Context: an optimization exercise on an open-source flow, tuned for small area and a short achievable clock period. The choices shown serve that exercise and are no tape-out recipe. At most, simulation tests tie the RTL to the original design; equivalence was not proved. No functional check of the RTL was part of runs 1 and 3. Power and IR drop assume default switching activity.

==> flow/config.mk <==
export PLATFORM = sky130hd
export DESIGN_NAME = ula_top
export DESIGN_NICKNAME = ula_top
export VERILOG_FILES = /design/flow/design.v
export SDC_FILE = /design/flow/constraint.sdc
export NUM_CORES = 4
export LEC_CHECK = 0
export CAP_MARGIN = 20
export CORE_MARGIN = 2
export CORE_UTILIZATION = 60
export CTS_BUF_LIST = sky130_fd_sc_hd__clkbuf_8
export SETUP_SLACK_MARGIN = 2.95
export SLEW_MARGIN = 20
==> flow/constraint.sdc <==
create_clock -name core_clock -period 5.5 [get_ports {clk}]
set_input_delay 1.1000 -clock core_clock [delete_from_list [all_inputs] [get_ports {clk}]]
set_output_delay 1.1000 -clock core_clock [all_outputs]
set_load 0.01 [all_outputs]
==> flow/design.v <==
module ula (
    input  [31:0] A,        
    input  [31:0] P,        
    input         Cin,      
    input         Fill,     
    input  [1:0]  Sel,      
    input         SetInv,
    output [31:0] Result
);
    wire [31:0] sum;
    wire        cout;
    add32p_hc u_add (.a(A), .p(P), .cin(Cin), .sum(sum), .cout(cout));
    wire [4:0]  sh = P[4:0] ^ A[4:0];
    wire [31:0] r0 = sh[0] ? {{1{Fill}},  A[31:1]}  : A;
    wire [31:0] r1 = sh[1] ? {{2{Fill}},  r0[31:2]} : r0;
    wire [31:0] r2 = sh[2] ? {{4{Fill}},  r1[31:4]} : r1;
    wire [31:0] r3 = sh[3] ? {{8{Fill}},  r2[31:8]} : r2;
    wire [31:0] shr = sh[4] ? {{16{Fill}}, r3[31:16]} : r3;
    wire [31:0] shl;
    genvar i;
    generate
        for (i = 0; i < 32; i = i + 1) begin : g_rev
            assign shl[i] = shr[31 - i];
        end
    endgenerate
    wire SelSum = (Sel == 2'd0);
    wire SelShr = (Sel == 2'd1);
    wire SelShl = (Sel == 2'd2);
    wire SelSet = (Sel == 2'd3);
    assign Result = ({32{SelSum}} & sum)
                  | ({32{SelShr}} & shr)
                  | ({32{SelShl}} & shl)
                  | {31'b0, SelSet & (cout ^ SetInv)};
endmodule
module add32p_hc(input [31:0] a, input [31:0] p, input cin, output [31:0] sum, output cout);
  wire [32:0] g0, p0;
  assign g0 = {a & ~p, cin};
  assign p0 = {p, 1'b0};
  wire g1 = g0[1] | (p0[1] & g0[0]);
  wire p1 = p0[1] & p0[0];
  wire g2 = g0[3] | (p0[3] & g0[2]);
  wire p2 = p0[3] & p0[2];
  wire g3 = g0[5] | (p0[5] & g0[4]);
  wire p3 = p0[5] & p0[4];
  wire g4 = g0[7] | (p0[7] & g0[6]);
  wire p4 = p0[7] & p0[6];
  wire g5 = g0[9] | (p0[9] & g0[8]);
  wire p5 = p0[9] & p0[8];
  wire g6 = g0[11] | (p0[11] & g0[10]);
  wire p6 = p0[11] & p0[10];
  wire g7 = g0[13] | (p0[13] & g0[12]);
  wire p7 = p0[13] & p0[12];
  wire g8 = g0[15] | (p0[15] & g0[14]);
  wire p8 = p0[15] & p0[14];
  wire g9 = g0[17] | (p0[17] & g0[16]);
  wire p9 = p0[17] & p0[16];
  wire g10 = g0[19] | (p0[19] & g0[18]);
  wire p10 = p0[19] & p0[18];
  wire g11 = g0[21] | (p0[21] & g0[20]);
  wire p11 = p0[21] & p0[20];
  wire g12 = g0[23] | (p0[23] & g0[22]);
  wire p12 = p0[23] & p0[22];
  wire g13 = g0[25] | (p0[25] & g0[24]);
  wire p13 = p0[25] & p0[24];
  wire g14 = g0[27] | (p0[27] & g0[26]);
  wire p14 = p0[27] & p0[26];
  wire g15 = g0[29] | (p0[29] & g0[28]);
  wire p15 = p0[29] & p0[28];
  wire g16 = g0[31] | (p0[31] & g0[30]);
  wire p16 = p0[31] & p0[30];
  wire g17 = g2 | (p2 & g1);
  wire p17 = p2 & p1;
  wire g18 = g3 | (p3 & g2);
  wire p18 = p3 & p2;
  wire g19 = g4 | (p4 & g3);
  wire p19 = p4 & p3;
  wire g20 = g5 | (p5 & g4);
  wire p20 = p5 & p4;
  wire g21 = g6 | (p6 & g5);
  wire p21 = p6 & p5;
  wire g22 = g7 | (p7 & g6);
  wire p22 = p7 & p6;
  wire g23 = g8 | (p8 & g7);
  wire p23 = p8 & p7;
  wire g24 = g9 | (p9 & g8);
  wire p24 = p9 & p8;
  wire g25 = g10 | (p10 & g9);
  wire p25 = p10 & p9;
  wire g26 = g11 | (p11 & g10);
  wire p26 = p11 & p10;
  wire g27 = g12 | (p12 & g11);
  wire p27 = p12 & p11;
  wire g28 = g13 | (p13 & g12);
  wire p28 = p13 & p12;
  wire g29 = g14 | (p14 & g13);
  wire p29 = p14 & p13;
  wire g30 = g15 | (p15 & g14);
  wire p30 = p15 & p14;
  wire g31 = g16 | (p16 & g15);
  wire p31 = p16 & p15;
  wire g32 = g18 | (p18 & g1);
  wire p32 = p18 & p1;
  wire g33 = g19 | (p19 & g17);
  wire p33 = p19 & p17;
  wire g34 = g20 | (p20 & g18);
  wire p34 = p20 & p18;
  wire g35 = g21 | (p21 & g19);
  wire p35 = p21 & p19;
  wire g36 = g22 | (p22 & g20);
  wire p36 = p22 & p20;
  wire g37 = g23 | (p23 & g21);
  wire p37 = p23 & p21;
  wire g38 = g24 | (p24 & g22);
  wire p38 = p24 & p22;
  wire g39 = g25 | (p25 & g23);
  wire p39 = p25 & p23;
  wire g40 = g26 | (p26 & g24);
  wire p40 = p26 & p24;
  wire g41 = g27 | (p27 & g25);
  wire p41 = p27 & p25;
  wire g42 = g28 | (p28 & g26);
  wire p42 = p28 & p26;
  wire g43 = g29 | (p29 & g27);
  wire p43 = p29 & p27;
  wire g44 = g30 | (p30 & g28);
  wire p44 = p30 & p28;
  wire g45 = g31 | (p31 & g29);
  wire p45 = p31 & p29;
  wire g46 = g34 | (p34 & g1);
  wire p46 = p34 & p1;
  wire g47 = g35 | (p35 & g17);
  wire p47 = p35 & p17;
  wire g48 = g36 | (p36 & g32);
  wire p48 = p36 & p32;
  wire g49 = g37 | (p37 & g33);
  wire p49 = p37 & p33;
  wire g50 = g38 | (p38 & g34);
  wire p50 = p38 & p34;
  wire g51 = g39 | (p39 & g35);
  wire p51 = p39 & p35;
  wire g52 = g40 | (p40 & g36);
  wire p52 = p40 & p36;
  wire g53 = g41 | (p41 & g37);
  wire p53 = p41 & p37;
  wire g54 = g42 | (p42 & g38);
  wire p54 = p42 & p38;
  wire g55 = g43 | (p43 & g39);
  wire p55 = p43 & p39;
  wire g56 = g44 | (p44 & g40);
  wire p56 = p44 & p40;
  wire g57 = g45 | (p45 & g41);
  wire p57 = p45 & p41;
  wire g58 = g50 | (p50 & g1);
  wire p58 = p50 & p1;
  wire g59 = g51 | (p51 & g17);
  wire p59 = p51 & p17;
  wire g60 = g52 | (p52 & g32);
  wire p60 = p52 & p32;
  wire g61 = g53 | (p53 & g33);
  wire p61 = p53 & p33;
  wire g62 = g54 | (p54 & g46);
  wire p62 = p54 & p46;
  wire g63 = g55 | (p55 & g47);
  wire p63 = p55 & p47;
  wire g64 = g56 | (p56 & g48);
  wire p64 = p56 & p48;
  wire g65 = g57 | (p57 & g49);
  wire p65 = p57 & p49;
  wire g66 = g0[2] | (p0[2] & g1);
  wire p66 = p0[2] & p1;
  wire g67 = g0[4] | (p0[4] & g17);
  wire p67 = p0[4] & p17;
  wire g68 = g0[6] | (p0[6] & g32);
  wire p68 = p0[6] & p32;
  wire g69 = g0[8] | (p0[8] & g33);
  wire p69 = p0[8] & p33;
  wire g70 = g0[10] | (p0[10] & g46);
  wire p70 = p0[10] & p46;
  wire g71 = g0[12] | (p0[12] & g47);
  wire p71 = p0[12] & p47;
  wire g72 = g0[14] | (p0[14] & g48);
  wire p72 = p0[14] & p48;
  wire g73 = g0[16] | (p0[16] & g49);
  wire p73 = p0[16] & p49;
  wire g74 = g0[18] | (p0[18] & g58);
  wire p74 = p0[18] & p58;
  wire g75 = g0[20] | (p0[20] & g59);
  wire p75 = p0[20] & p59;
  wire g76 = g0[22] | (p0[22] & g60);
  wire p76 = p0[22] & p60;
  wire g77 = g0[24] | (p0[24] & g61);
  wire p77 = p0[24] & p61;
  wire g78 = g0[26] | (p0[26] & g62);
  wire p78 = p0[26] & p62;
  wire g79 = g0[28] | (p0[28] & g63);
  wire p79 = p0[28] & p63;
  wire g80 = g0[30] | (p0[30] & g64);
  wire p80 = p0[30] & p64;
  wire g81 = g0[32] | (p0[32] & g65);
  wire p81 = p0[32] & p65;
  wire [32:0] c;
  assign c[0] = g0[0];
  assign c[1] = g1;
  assign c[2] = g66;
  assign c[3] = g17;
  assign c[4] = g67;
  assign c[5] = g32;
  assign c[6] = g68;
  assign c[7] = g33;
  assign c[8] = g69;
  assign c[9] = g46;
  assign c[10] = g70;
  assign c[11] = g47;
  assign c[12] = g71;
  assign c[13] = g48;
  assign c[14] = g72;
  assign c[15] = g49;
  assign c[16] = g73;
  assign c[17] = g58;
  assign c[18] = g74;
  assign c[19] = g59;
  assign c[20] = g75;
  assign c[21] = g60;
  assign c[22] = g76;
  assign c[23] = g61;
  assign c[24] = g77;
  assign c[25] = g62;
  assign c[26] = g78;
  assign c[27] = g63;
  assign c[28] = g79;
  assign c[29] = g64;
  assign c[30] = g80;
  assign c[31] = g65;
  assign c[32] = g81;
  assign sum = p0[32:1] ^ c[31:0];
  assign cout = c[32];
endmodule
module ula_top (
    input         clk,
    input  [31:0] in1,
    input  [31:0] in2,
    input  [4:0]  op,
    output [31:0] result,
    output        zero
);
    reg [3:0] lut;
    reg       rev, lui, bkeep, binv, cin, sel_sum, sel_shr, sel_shl, sel_set,
              set_inv, sra;
    always @(*) begin
        lut = 4'b1100;    
        {rev, lui, bkeep, binv, cin, sel_sum, sel_shr, sel_shl, sel_set,
         set_inv, sra} = 11'b0;
        case (op)
            5'd0, 5'd17: begin lut = 4'b1000; sel_sum = 1'b1; end   
            5'd1, 5'd18: begin lut = 4'b1110; sel_sum = 1'b1; end   
            5'd3, 5'd19: begin lut = 4'b0110; sel_sum = 1'b1; end   
            5'd4:        begin lut = 4'b0001; sel_sum = 1'b1; end   
            5'd2, 5'd16: begin bkeep = 1'b1; sel_sum = 1'b1; end    
            5'd6: begin bkeep = 1'b1; binv = 1'b1; cin = 1'b1; sel_sum = 1'b1; end  
            5'd5, 5'd7, 5'd23, 5'd24: begin                         
                bkeep = 1'b1; binv = 1'b1; cin = 1'b1; sel_set = 1'b1; set_inv = 1'b1;
            end
            5'd20: begin lut = 4'b0110; binv = 1'b1; sel_set = 1'b1; set_inv = 1'b1; end  
            5'd21: begin lut = 4'b0110; binv = 1'b1; sel_set = 1'b1; end  
            5'd8, 5'd11:  begin lut = 4'b0000; rev = 1'b1; bkeep = 1'b1; sel_shl = 1'b1; end  
            5'd9, 5'd12:  begin bkeep = 1'b1; sel_shr = 1'b1; end    
            5'd10, 5'd13: begin bkeep = 1'b1; sel_shr = 1'b1; sra = 1'b1; end  
            5'd14, 5'd26, 5'd27: sel_sum = 1'b1;                     
            5'd25: begin lut = 4'b0000; lui = 1'b1; sel_sum = 1'b1; end  
            default: begin lut = 4'b0000; sel_sum = 1'b1; end        
        endcase
    end
    wire [31:0] a_n, b_n;
    genvar i;
    generate
        for (i = 0; i < 32; i = i + 1) begin : g_prep
            wire l = lut[{in1[i], in2[i]}];
            wire r = rev & in1[31 - i];
            if (i >= 16) begin : g_hi
                assign a_n[i] = l | r | (lui & in2[i - 16]);
            end else begin : g_lo
                assign a_n[i] = l | r;
            end
        end
    endgenerate
    assign b_n = (in2 & {32{bkeep}}) ^ {32{binv}};
    reg [31:0] a_q, p_q;
    reg        cin_q, fill_q, set_inv_q;
    reg [1:0]  sel_q;
    reg [31:0] result_q;
    wire [31:0] alu_result;
    ula u_ula (
        .A(a_q),
        .P(p_q),
        .Cin(cin_q),
        .Fill(fill_q),
        .Sel(sel_q),
        .SetInv(set_inv_q),
        .Result(alu_result)
    );
    always @(posedge clk) begin
        a_q       <= a_n;
        p_q       <= a_n ^ b_n;
        cin_q     <= cin;
        fill_q    <= sra & in1[31];
        sel_q     <= {sel_shl | sel_set, sel_shr | sel_set};
        set_inv_q <= set_inv;
        result_q  <= alu_result;
    end
    assign result = result_q;
    assign zero   = ~|result_q;
endmodule
==> flow/flow/run.sh <==
#!/bin/bash
# Own layout flow: the standard flow (standard.sh) with three changes:
#  - synthesis maps the logic with the ABC script in flow/abc.script
#    (registers are mapped by the standard steps, unchanged);
#  - synthesis leaves the adder's half adders to ABC instead of mapping
#    them to ha cells first (no ADDER_MAP_FILE);
#  - the port buffers are plain buf_1 cells.
# Each tool's output goes to a log file in this folder.
set -euo pipefail
HERE=$(pwd)
# synthesis script: the standard one, with ORFS's synth.tcl calling abc with our script
sed "s#log_cmd abc {\*}\$abc_args#set abc_args [lreplace \$abc_args 1 1 $HERE/flow/abc.script]\n  log_cmd abc {*}\$abc_args#" \
    "$FLOW_HOME/scripts/synth.tcl" > "$HERE/synth_own.tcl"
grep -q "flow/abc.script" "$HERE/synth_own.tcl"
sed "s#source \$::env(SCRIPTS_DIR)/synth.tcl#source $HERE/synth_own.tcl#" synth_recipe.tcl > synth_recipe_own.tcl
grep -q "synth_own.tcl" synth_recipe_own.tcl
export BUFFER_PORTS_ARGS="-buffer_cell sky130_fd_sc_hd__buf_1"
bash standard.sh SYNTH_SCRIPT="$HERE/synth_recipe_own.tcl" ADDER_MAP_FILE= finish > standard.log 2>&1
==> flow/flow/abc.script <==
&get -n
&st
&dch
&nf -p -R 100
&put
buffer -c
topo
stime -c
upsize -c
dnsize -c
==> flow/standard.sh <==
#!/bin/bash
# synth_recipe.tcl (not shown) runs the flow's synth.tcl, then flattens the netlist and writes it again
# the make line also repeats each setting of config.mk as NAME=value (left out here)
make -C /OpenROAD-flow-scripts/flow DESIGN_CONFIG=/design/flow/config.mk WORK_HOME=/design/flow/orfs CLKGATE_MAP_FILE= SYNTH_SCRIPT=/design/flow/synth_recipe.tcl "${@:-finish}"
==> results of run 1 <==
critical path: stages:
cell and delay, ps:
buf_12 100, or3_4 380, a311oi_2 250, buf_4 160, a21oi_2 40, buf_12 190
o21ai_0 150, a21oi_1 50, a211o_1 290, xnor2_1 210
flip-flops by register name (all words and copies together) (netlist names):
signal / count
cin_q: 1
fill_q: 1
a_q: 32
sel_q: 2
p_q: 32
result_q: 32
set_inv_q: 1
stage by stage:
stage	std cells	power (mW)	hold WS (ps)	area, sq um
finish	1274	4.110	580.9	8929
global route	1274	4.351	634.6	8929
CTS	1257	3.812	565.6	8396
detailed placement	1231	3.301	551.7	7918
global placement	1231	3.289	537.9	7918
floorplan	1028	2.673	499.0	7467
power by group through the flow:
stage / combinational (mW) / clock (mW) / sequential (mW)
after global routing: 2.64 / 0.460 / 1.25
final: 2.45 / 0.429 / 1.23
after CTS: 2.18 / 0.434 / 1.20
after floorplan: 1.50 / 0 / 1.17
after global placement: 2.10 / 0 / 1.19
after detailed placement: 2.11 / 0 / 1.19
area by class of cell:
class                           count  area [sq um]  area share, %
Multi-Input combinational cell    857          5572          62.40
Sequential cell                   101          2044          22.90
Timing Repair Buffer              143         912.1          10.22
Tap cell                          147         183.9          2.060
Clock buffer                        9         123.9          1.387
Clock inverter                      7         51.30         0.5746
Inverter                           10         41.29         0.4624
worst min path at each step:
stage                                 from             endpoint  slack (ps)  cells past startpoint
after floorplan           sel_q[0]$_DFF_P_  result_q[0]$_DFF_P_         500                      2
after global placement    sel_q[0]$_DFF_P_  result_q[0]$_DFF_P_         540                      2
after detailed placement  sel_q[0]$_DFF_P_  result_q[0]$_DFF_P_         550                      2
after CTS                 sel_q[0]$_DFF_P_  result_q[0]$_DFF_P_         570                      2
after global routing      sel_q[0]$_DFF_P_  result_q[0]$_DFF_P_         630                      2
final                     sel_q[0]$_DFF_P_  result_q[0]$_DFF_P_         580                      2
logic make-up (layout without fill, tap and decap cells):
group	count (synthesis)	count (layout)	share of synthesized area, %
xor gates and xnor gates	101	103	12.11
AOI/OAI and AO/OA	365	365	30.80
DFF	101	101	27.44
muxes	38	38	5.196
buffers and inverters	72	169	4.313
and+or+nand+nor	351	351	20.14
routing by layer:
metal	global-route usage, %	vias to the layer above	share of wire (%)
met5	0	-	0
met4	19.28	0	5.5
met3	4.164	79	8.2
met2	52.58	522	44
met1	49.16	3667	42
li1	-	3844	-
cells in the final DEF, fill, tap and decap left out, types with 17 or more instances in the layout:
cell | Yosys | final
a22oi_1 | 17 | 17
dfxtp_1 | 101 | 89
mux2i_1 | 36 | 35
buf_4 | 5 | 26
nand2_1 | 160 | 146
a211o_1 | 17 | 17
a211oi_1 | 32 | 32
nor2_1 | 131 | 127
a21oi_1 | 100 | 76
a221oi_1 | 21 | 21
xnor2_1 | 82 | 70
o211ai_1 | 17 | 17
o21ai_1 | 11 | 26
a21oi_2 | 3 | 26
buf_1 | 5 | 96
o21ai_0 | 113 | 83
what timing repair did:
action | CTS | global route
pin swaps | 13 | 39
hold buffers | 0 | 0
endpoints found under the setup margin | 97 | 92
gates cloned | 2 | 5
gates resized for setup | 52 | 100
buffers inserted | 8 | 12
==> out/results.ini, run 1 <==
[synthesis]
synth_seq_area_share_pct = 27.44
syn_avg_cell_area_sq_um = 7.168
synth_edf_count = 0
yosysUniqueCellTypes = 54
syn_area_sq_mm = 0.007368
synth_common_cells = nand2_1 (160), nor2_1 (131), o21ai_0 (113), dfxtp_1 (101), a21oi_1 (100)
synth_area_leaders = dfxtp_1 (27%), xnor2_1 (9.7%), nand2_1 (8.2%)
syn-instance-count = 1028
async_flop_share_pct = 0
synth_seq_cells = 101
ys_warn_count = 1
yosysTopAreaCellShare_pct = 27.44
synth_largest_area_cell = dfxtp_1
synth_nets = 1098
synthFlopType = dfxtp_1
yosys.cell_count.top_type = nand2_1

[timing]
max_freq_mhz = 379.6
clock_skew_ps = 17.37
relSlewSlack_pct = 28.88
rsz0062_at_grt = true
timing_max_transition_violations_final = 0
fin_setup_tns_ps = 0
fin_ws_ps = 2865
fin_crit_ps = 2635
hold_viol = 0
setup_viol = 0
period_share_pct = 47.90
worst_slew_pin_slew_ps = 1063

[routing]
wl_per_cell_um = 19.30
drtPass1Iterations = 8
via_per_inst = 6.367
postRouteAntennaNets = 0
vias = 8112
drc = 0
drt-total-wl_um = 24580
drt_iter0_markers = 798

[pwr]
max-vdd-ir-drop_mv = 0.1587
pwr-share-seq_pct = 29.9
internal_power_mw = 2.062
p_comb_share_pct = 59.7
p_sw_mw = 2.048
p_clk_share_pct = 10.4
p_per_area_mw_per_mm2 = 460.3
switching_share_pct = 49.82
p_leak_nw = 3.448

[placement]
place.gp.congestion = 0.9847
place_ws_ps = 2082
portBuffers = 102
dp_hpwl_um = 17660

[cts]
h-tree-depth = 3
clock_latency_ps = 380
cts-root-buf = clkbuf_8
numCtsBuffers = 9
cts_max_path_buffers = 2
cts_sinks = 101
clk_pin_slew_ps = 110
tritoncts = yes

[critical_path]
critPathCapture = p_q[0]$_DFF_P_
reg2reg_to = result_q[10]$_DFF_P_
startpoint_type = primary input
reg2reg_depth = 12
cp.required_ps = 5790
crit_start = op[0]
path_class = primary input to register
endpoint_kind = register
r2r_slack_ps = 2930
arrival_ps = 2930
r2r_start = p_q[0]$_DFF_P_
critPathMaxFanout = 32

[global_route]
overflow = 0
grt_pass1_vias = 6690
grt.total_usage_pct = 35.02
antenna_found_initial = 0
grt_max_degree = 40
grt_pass1_wl_um = 35770

[floorplanning]
pin_count = 103
core_sq_mm = 0.01201
dieArea_sq_mm = 0.01318
die_x_um = 114.8
fp-row-count = 40
fp.dieH_um = 114.8
initial_core_util_pct = 61.34

[final_layout]
fillers = 919
final_net_count = 1192
final_util_pct = 74.33
layout-drive-gt1-share_pct = 16.15
area_growth_pct = 21.18
antennaDiodeCount = 0

[min_path]
min_path_type = register to register

[outcome]
status = complete, no violations

[run]
max_cap_violations = 0

==> run 2: changes to the inputs <==
--- a/flow/design.v
+++ b/flow/design.v
@@ -2,3 +2,3 @@
     input  [31:0] A,        
-    input  [31:0] P,        
+    input  [31:0] B,        
     input         Cin,      
@@ -11,4 +11,4 @@
     wire        cout;
-    add32p_hc u_add (.a(A), .p(P), .cin(Cin), .sum(sum), .cout(cout));
-    wire [4:0]  sh = P[4:0] ^ A[4:0];
+    add32_hc u_add (.a(A), .b(B), .cin(Cin), .sum(sum), .cout(cout));
+    wire [4:0]  sh = B[4:0];
     wire [31:0] r0 = sh[0] ? {{1{Fill}},  A[31:1]}  : A;
@@ -34,6 +34,6 @@
 endmodule
-module add32p_hc(input [31:0] a, input [31:0] p, input cin, output [31:0] sum, output cout);
+module add32_hc(input [31:0] a, input [31:0] b, input cin, output [31:0] sum, output cout);
   wire [32:0] g0, p0;
-  assign g0 = {a & ~p, cin};
-  assign p0 = {p, 1'b0};
+  assign g0 = {a & b, cin};
+  assign p0 = {a ^ b, 1'b0};
   wire g1 = g0[1] | (p0[1] & g0[0]);
@@ -286,3 +286,3 @@
     assign b_n = (in2 & {32{bkeep}}) ^ {32{binv}};
-    reg [31:0] a_q, p_q;
+    reg [31:0] a_q, b_q;
     reg        cin_q, fill_q, set_inv_q;
@@ -293,3 +293,3 @@
         .A(a_q),
-        .P(p_q),
+        .B(b_q),
         .Cin(cin_q),
@@ -302,3 +302,3 @@
         a_q       <= a_n;
-        p_q       <= a_n ^ b_n;
+        b_q       <= b_n;
         cin_q     <= cin;
--- a/flow/flow/run.sh
+++ b/flow/flow/run.sh
@@ -1,7 +1,5 @@
 #!/bin/bash
-# Own layout flow: the standard flow (standard.sh) with three changes:
+# Own layout flow: the standard flow (standard.sh) with two changes:
 #  - synthesis maps the logic with the ABC script in flow/abc.script
 #    (registers are mapped by the standard steps, unchanged);
-#  - synthesis leaves the adder's half adders to ABC instead of mapping
-#    them to ha cells first (no ADDER_MAP_FILE);
 #  - the port buffers are plain buf_1 cells.
@@ -17,2 +15,2 @@
 export BUFFER_PORTS_ARGS="-buffer_cell sky130_fd_sc_hd__buf_1"
-bash standard.sh SYNTH_SCRIPT="$HERE/synth_recipe_own.tcl" ADDER_MAP_FILE= finish > standard.log 2>&1
+bash standard.sh SYNTH_SCRIPT="$HERE/synth_recipe_own.tcl" finish > standard.log 2>&1
==> run 2 against run 1 <==
Clock power up 24%. Cell area increased by 0.98%. Global-route usage increased by 2.1 points. Worst setup slack lost 250 ps. Largest power group unchanged. Combinational power decreased by 35%. Utilization grew 0.42 points. Sequential power down 15%. Critical path depth is 5 higher. Register-to-register slack lost 310 ps. Via count shrank 5.2%. Die area rose by 1.2%.
==> out/results.ini, run 2 <==
[outcome]
status = complete, no violations

[global_route]
grt_max_degree = 58
grt_pass1_wl_um = 37420
antenna_found_initial = 1
grt_pass1_vias = 6919
grt.total_usage_pct = 37.08
overflow = 0

[placement]
placed_cells = 1188
dp_hpwl_um = 17400
portBuffers = 102
place.gp.congestion = 0.9761
place_area_sq_mm = 0.007909
place_ws_ps = 2005

[synthesis]
syn_area_sq_mm = 0.007463
synthFlopType = dfxtp_1
yosysUniqueCellTypes = 50
synth_edf_count = 0
syn_avg_cell_area_sq_um = 7.663
ys_warn_count = 1
synth_nets = 1100
yosysTopAreaCellShare_pct = 27.09
yosys.cell_count.top_type = nand2_1
synth_largest_area_cell = dfxtp_1
syn-instance-count = 974
synth_seq_area_share_pct = 27.09
synth_common_cells = nand2_1 (136), dfxtp_1 (101), nor2_1 (95), a21oi_1 (88), o21ai_1 (66)
synth_area_leaders = dfxtp_1 (27%), nand2_1 (6.8%), ha_1 (6.5%)
async_flop_share_pct = 0
synth_seq_cells = 101

[routing]
vias = 7689
wl_per_cell_um = 20.02
postRouteAntennaNets = 0
via_per_inst = 6.196
drt-total-wl_um = 24850
drtPass1Iterations = 7
drc = 0
drt_iter0_markers = 741

[final_layout]
final_cells = 1241
antennaDiodeCount = 0
stdcell_area_sq_mm = 0.009016
final_util_pct = 74.75
final_net_count = 1195
final_cell_mix = nand2_1 (136), buf_1 (96), dfxtp_1 (93), nor2_1 (90), a21oi_1 (82)
layout-drive-gt1-share_pct = 14.91
area_growth_pct = 20.80
final_common_cell = nand2_1
largest_registers = a_q (32), b_q (32), result_q (32)

[timing]
fin_setup_tns_ps = 0
period_share_pct = 52.40
max_freq_mhz = 347.0
rsz0062_at_grt = true
relSlewSlack_pct = 52.85
fin_crit_ps = 2882
timing_max_transition_violations_final = 0
setup_viol = 0
hold_viol = 0
clock_skew_ps = 14.18
fin_ws_ps = 2618
worst_slew_pin_slew_ps = 707.3
fin_hold_ws_ps = 541.1

[critical_path]
endpoint_kind = register
path_class = register to register
startpoint_type = register
cp.required_ps = 5810
arrival_ps = 3190
path_cells = buf_12 > ha_1 > a21o_1 > a31oi_4 > nor3_2 > nor2_2 > nor3_2 > nor2_2 > nor3_2 > nor2_1 > o31ai_2 > buf_4 > a21oi_2 > fa_2 > o21ai_2
cpPeakStageDelay_ps = 490
cp_slowest_cell = fa_2
critPathMaxFanout = 19
r2r_slack_ps = 2620
critical_path.most_common_cell = nor3_2

[min_path]
min_path_type = register to register

[pwr]
finalPower_mw = 3.181
p_leak_nw = 3.571
max-vdd-ir-drop_mv = 0.1439
p_per_area_mw_per_mm2 = 352.8

[cts]
cts_hold_buf = 0
cts_sinks = 101
numCtsBuffers = 9
cts-root-buf = clkbuf_8
h-tree-depth = 3
tritoncts = yes
clk_pin_slew_ps = 90
cts_max_path_buffers = 2
clock_latency_ps = 400

[floorplanning]
core_sq_mm = 0.01206
initial_core_util_pct = 61.88
fp-row-count = 40
fp.dieH_um = 115.5
dieArea_sq_mm = 0.01335
die_x_um = 115.5
pin_count = 103

[run]
max_cap_violations = 0

-- run 2: cell types whose count changed after synthesis, sizes merged, moves of 17 or more --
cell and change:
xor2 +22, xnor2 -75, nor2 -36, fa +17
buf +18, nand2 -24, ha +39, inv +32
-- run 2: final timing paths --
| path | from | to | depth (start not counted) |
|---|---|---|---|
| setup / recovery | b_q[1]$_DFF_P_ | result_q[27]$_DFF_P_ | 15 |
| hold / removal | sel_q[0]$_DFF_P_ | result_q[0]$_DFF_P_ | 2 |
| setup reg to reg | b_q[1]$_DFF_P_ | result_q[27]$_DFF_P_ | 15 |
| hold reg to reg | sel_q[0]$_DFF_P_ | result_q[0]$_DFF_P_ | 2 |
-- run 2: logic make-up after synthesis --
family / synth area share [%]
muxes: 4.442
buffers and inverters: 6.521
adders and majority gates: 11.10
and+or+nand+nor: 15.47
AOI/OAI and AO/OA: 29.74
DFF: 27.09
xor gates and xnor gates: 5.633
-- run 2: report_power, final --
group          switching [mW]  internal, mW  total [mW]
clock                   0.274         0.259       0.534
sequential              0.139         0.911        1.05
combinational           0.945         0.652        1.60
-- run 2: routing by layer --
metal | GRT usage, % | wire [um] | vias to the layer above | share of wire (%)
li1 | - | - | 3658 | -
met1 | 48.05 | 10060 | 3483 | 40
met2 | 59.77 | 11340 | 468 | 46
met3 | 6.172 | 2191 | 78 | 8.8
met4 | 18.96 | 1240 | 2 | 5.0
met5 | 0 | 13 | - | 0.052
-- run 2: layout make-up --
cell class	instances	area, sq um
multi-input combinational	766	5354
timing repair buffer	149	1035
sequential	101	2034
fill	952	3045
tap	168	210.2
clock inverter	6	96.34
clock buffer	9	123.9
inverter	42	162.7
-- run 2: critical path: cells and delay by family, from the launching register on --
kind	cells	cell delay, ps
AOI/OAI and AO/OA	5	800
adders and majority gates	2	670
and+or+nand+nor	6	660
DFF	1	360
buffers and inverters	2	320
-- run 2: what timing repair did --
action | 4_1_cts | 5_1_grt
pin swaps | 30 | 15
resized for setup | 77 | 31
buffers inserted | 24 | 6
hold endpoints to repair | 0 | 0
cloned | 6 | 2
endpoints found under the setup margin | 86 | 55
==> run 3: changes to the inputs <==
--- a/flow/design.v
+++ b/flow/design.v
@@ -12,3 +12,3 @@
     add32_hc u_add (.a(A), .b(B), .cin(Cin), .sum(sum), .cout(cout));
-    wire [4:0]  sh = B[4:0];
+    wire [3:0]  sh = B[3:0];
     wire [31:0] r0 = sh[0] ? {{1{Fill}},  A[31:1]}  : A;
@@ -17,3 +17,3 @@
     wire [31:0] r3 = sh[3] ? {{8{Fill}},  r2[31:8]} : r2;
-    wire [31:0] shr = sh[4] ? {{16{Fill}}, r3[31:16]} : r3;
+    wire [31:0] shr = r3;
     wire [31:0] shl;
@@ -272,2 +272,8 @@
     end
+    wire        s16   = in2[4];
+    wire [3:0]  lut_s = ((sel_shr | sel_shl) & s16) ? 4'b0000 : lut;
+    wire        rev0  = rev & ~s16;
+    wire        rev16 = rev & s16;
+    wire        shr16 = sel_shr & s16;
+    wire        fil16 = shr16 & sra & in1[31];
     wire [31:0] a_n, b_n;
@@ -276,8 +282,8 @@
         for (i = 0; i < 32; i = i + 1) begin : g_prep
-            wire l = lut[{in1[i], in2[i]}];
-            wire r = rev & in1[31 - i];
+            wire l = lut_s[{in1[i], in2[i]}];
+            wire r = rev0 & in1[31 - i];
             if (i >= 16) begin : g_hi
-                assign a_n[i] = l | r | (lui & in2[i - 16]);
+                assign a_n[i] = l | r | (lui & in2[i - 16]) | fil16;
             end else begin : g_lo
-                assign a_n[i] = l | r;
+                assign a_n[i] = l | r | (rev16 & in1[15 - i]) | (shr16 & in1[i + 16]);
             end
--- a/flow/flow/run.sh
+++ b/flow/flow/run.sh
@@ -1,5 +1,7 @@
 #!/bin/bash
-# Own layout flow: the standard flow (standard.sh) with two changes:
+# Own layout flow: the standard flow (standard.sh) with three changes:
 #  - synthesis maps the logic with the ABC script in flow/abc.script
 #    (registers are mapped by the standard steps, unchanged);
+#  - synthesis leaves the adder's half adders to ABC instead of mapping
+#    them to ha cells first (no ADDER_MAP_FILE);
 #  - the port buffers are plain buf_1 cells.
@@ -15,2 +17,2 @@
 export BUFFER_PORTS_ARGS="-buffer_cell sky130_fd_sc_hd__buf_1"
-bash standard.sh SYNTH_SCRIPT="$HERE/synth_recipe_own.tcl" finish > standard.log 2>&1
+bash standard.sh SYNTH_SCRIPT="$HERE/synth_recipe_own.tcl" ADDER_MAP_FILE= finish > standard.log 2>&1
==> run 3 against run 2 <==
Still clean on timing, DRC and antenna. Via count up 7.6%. Cell area down 1.3%. Combinational power decreased by 3%. Register-to-register slack gained 280 ps. Critical path type unchanged.
==> out/results.ini, run 3 <==
[outcome]
status = complete, no violations

[routing]
drtPass1Iterations = 9
vias = 8275
via_per_inst = 6.455
postRouteAntennaNets = 0
drt_iter0_markers = 807
wl_per_cell_um = 20.21
drc = 0
drt-total-wl_um = 25910

[cts]
clk_pin_slew_ps = 110
clock_latency_ps = 400
cts_max_path_buffers = 2
numCtsBuffers = 9
cts_sinks = 101
tritoncts = yes
cts-root-buf = clkbuf_8
h-tree-depth = 3
cts_hold_buf = 0

[floorplanning]
die_x_um = 113.8
pin_count = 103
initial_core_util_pct = 60.72
fp.dieH_um = 113.8
dieArea_sq_mm = 0.01295
core_sq_mm = 0.01191
fp-row-count = 40

[pwr]
finalPower_mw = 3.171
p_per_area_mw_per_mm2 = 356.2
max-vdd-ir-drop_mv = 0.1823
p_leak_nw = 3.298

[min_path]
min_path_type = register to register
min_from = sel_q[1]$_DFF_P_

[timing]
max_freq_mhz = 384.0
hold_viol = 0
setup_viol = 0
timing_max_transition_violations_final = 0
clock_skew_ps = 16.48
fin_hold_ws_ps = 594.0
fin_ws_ps = 2896
relSlewSlack_pct = 53.90
fin_setup_tns_ps = 0
worst_slew_pin_slew_ps = 691.4
period_share_pct = 47.35
fin_crit_ps = 2604
rsz0062_at_grt = true

[placement]
place.gp.congestion = 0.9804
dp_hpwl_um = 17870
placed_cells = 1229
portBuffers = 102
place_ws_ps = 1448
place_area_sq_mm = 0.007689

[synthesis]
synth_fa_ha_area_share_pct = 0.8303
syn_avg_cell_area_sq_um = 7.009
synthFlopType = dfxtp_1
synth_edf_count = 0
synth_largest_area_cell = dfxtp_1
async_flop_share_pct = 0
synth_nets = 1102
synth_common_cells = nand2_1 (164), a21oi_1 (120), nor2_1 (114), o21ai_0 (111), dfxtp_1 (101)
synth-simple-area-share_pct = 22.23
yosys.cell_count.top_type = nand2_1
yosysUniqueCellTypes = 53
synth_seq_cells = 101
syn_area_sq_mm = 0.007233
synth_seq_area_share_pct = 27.95
synth_area_leaders = dfxtp_1 (28%), nand2_1 (8.5%), a21oi_1 (8.3%)
yosysTopAreaCellShare_pct = 27.95
synth_top_family_by_area = compound AO/OA/AOI/OAI gates
ys_warn_count = 1
synth.area.mux_share_pct = 5.605
syn-instance-count = 1032
synth_xor_xnor_area_share_pct = 10.29
synth-compound-area-share_pct = 29.51

[final_layout]
largest_registers = a_q (32), b_q (32), result_q (32)
antennaDiodeCount = 0
final_net_count = 1200
fillers = 946
final_cells = 1282
final_util_pct = 74.74
area_growth_pct = 23.08
final_common_cell = nand2_1
stdcell_area_sq_mm = 0.008902
final_cell_mix = nand2_1 (155), a21oi_1 (117), nor2_1 (108), buf_1 (96), o21ai_0 (86)
layout-drive-gt1-share_pct = 16.21

[global_route]
antenna_found_initial = 1
grt_max_degree = 34
grt_pass1_wl_um = 39410
grt.total_usage_pct = 39.39
grt_pass1_vias = 7264
overflow = 0

[critical_path]
crit_start = a_q[26]$_DFF_P_
startpoint_type = register
critPathMaxFanout = 4
endpoint_kind = register
arrival_ps = 2900
path_class = register to register
cp.required_ps = 5790
r2r_start = a_q[26]$_DFF_P_

[run]
max_cap_violations = 0

-- run 3: cell type report --
cell class | count | area (sq um) | area share [%]
Inverter | 3 | 11.26 | 0.1265
Multi-Input combinational cell | 866 | 5431 | 61.01
Timing Repair Buffer | 149 | 994.7 | 11.17
Clock buffer | 10 | 137.6 | 1.546
Clock inverter | 6 | 83.83 | 0.9417
Tap cell | 147 | 183.9 | 2.066
Sequential cell | 101 | 2059 | 23.13
-- run 3: cells by family (layout without fill, tap and decap cells) --
group | Yosys count | count (layout)
AO/OA/AOI/OAI | 361 | 361
multiplexers | 37 | 37
flip-flops | 101 | 101
XOR/XNOR | 85 | 85
adder cells (fa/ha/maj) | 6 | 6
buffers and inverters | 67 | 168
AND/OR/NAND/NOR | 375 | 377
-- run 3: what timing repair did --
item,CTS,global route
resized for setup,90,46
pin swaps,27,18
gates cloned,8,1
endpoints found under the setup margin,87,59
setup buffers,18,10
-- run 3: worst paths after layout --
check,endpoint,slack (ps),cells past startpoint
setup / recovery,result_q[0]$_DFF_P_,2900,11
hold / removal,result_q[0]$_DFF_P_,590,2
setup reg to reg,result_q[0]$_DFF_P_,2900,11
hold reg to reg,result_q[0]$_DFF_P_,590,2
-- run 3: critical path: stages (launching register included) --
cell       delay [ps]
dfxtp_2           390
xnor2_2           270
nor2_1             80
a21oi_1           170
a21boi_0          300
nor3_1            130
a2111oi_4         360
o31ai_4           180
maj3_2            330
xor2_1            140
nand3_1            80
nand3_1            70
-- run 3: power breakdown --
group / total [mW] / switching [mW] / internal (mW)
registers: 1.08 / 0.168 / 0.912
logic: 1.55 / 0.911 / 0.644
clock network: 0.536 / 0.301 / 0.235
total: 3.17 / 1.38 / 1.79
-- run 3: routing by layer --
metal	routed length (um)	part of all wire [%]	global-route usage, %
met4	1477	5.7	19.92
met5	13	0.050	0
met2	11660	45	63.71
met1	10140	39	51.15
met3	2627	10	6.270

==> static timing again, ports no longer ideal <==
The flow's constraints put no driver on any port. The routed layouts listed below were extracted and timed again, unchanged, in two steps. Step 1 assumes that a clkbuf_16 drives the clock port and a buf_2 every other input. Step 2 times the ports against the registers' clock, not the clock port: input delays grow and output delays shrink by t, the midpoint of the rising clock arrivals with the driver on. a / b / c = no drivers / after step 1 / after step 2; a / b = the first two.
run	t, ns	setup slack, ns	hold slack, ns	worst register clock-pin slew, ns
run 1	0.407	2.865 / 2.846 / 2.439	0.581 / 0.581 / 0.581	0.11 / 0.11
run 2	0.427	2.618 / 2.618 / 2.539	0.541 / 0.541 / 0.541	0.10 / 0.10
run 3	0.425	2.896 / 2.896 / 2.546	0.594 / 0.594 / 0.594	0.11 / 0.11
After both steps every run listed still meets setup and hold. The setup slack of run 1, which loses most, moves by -0.019 ns with the drivers and by -0.426 ns with both steps.
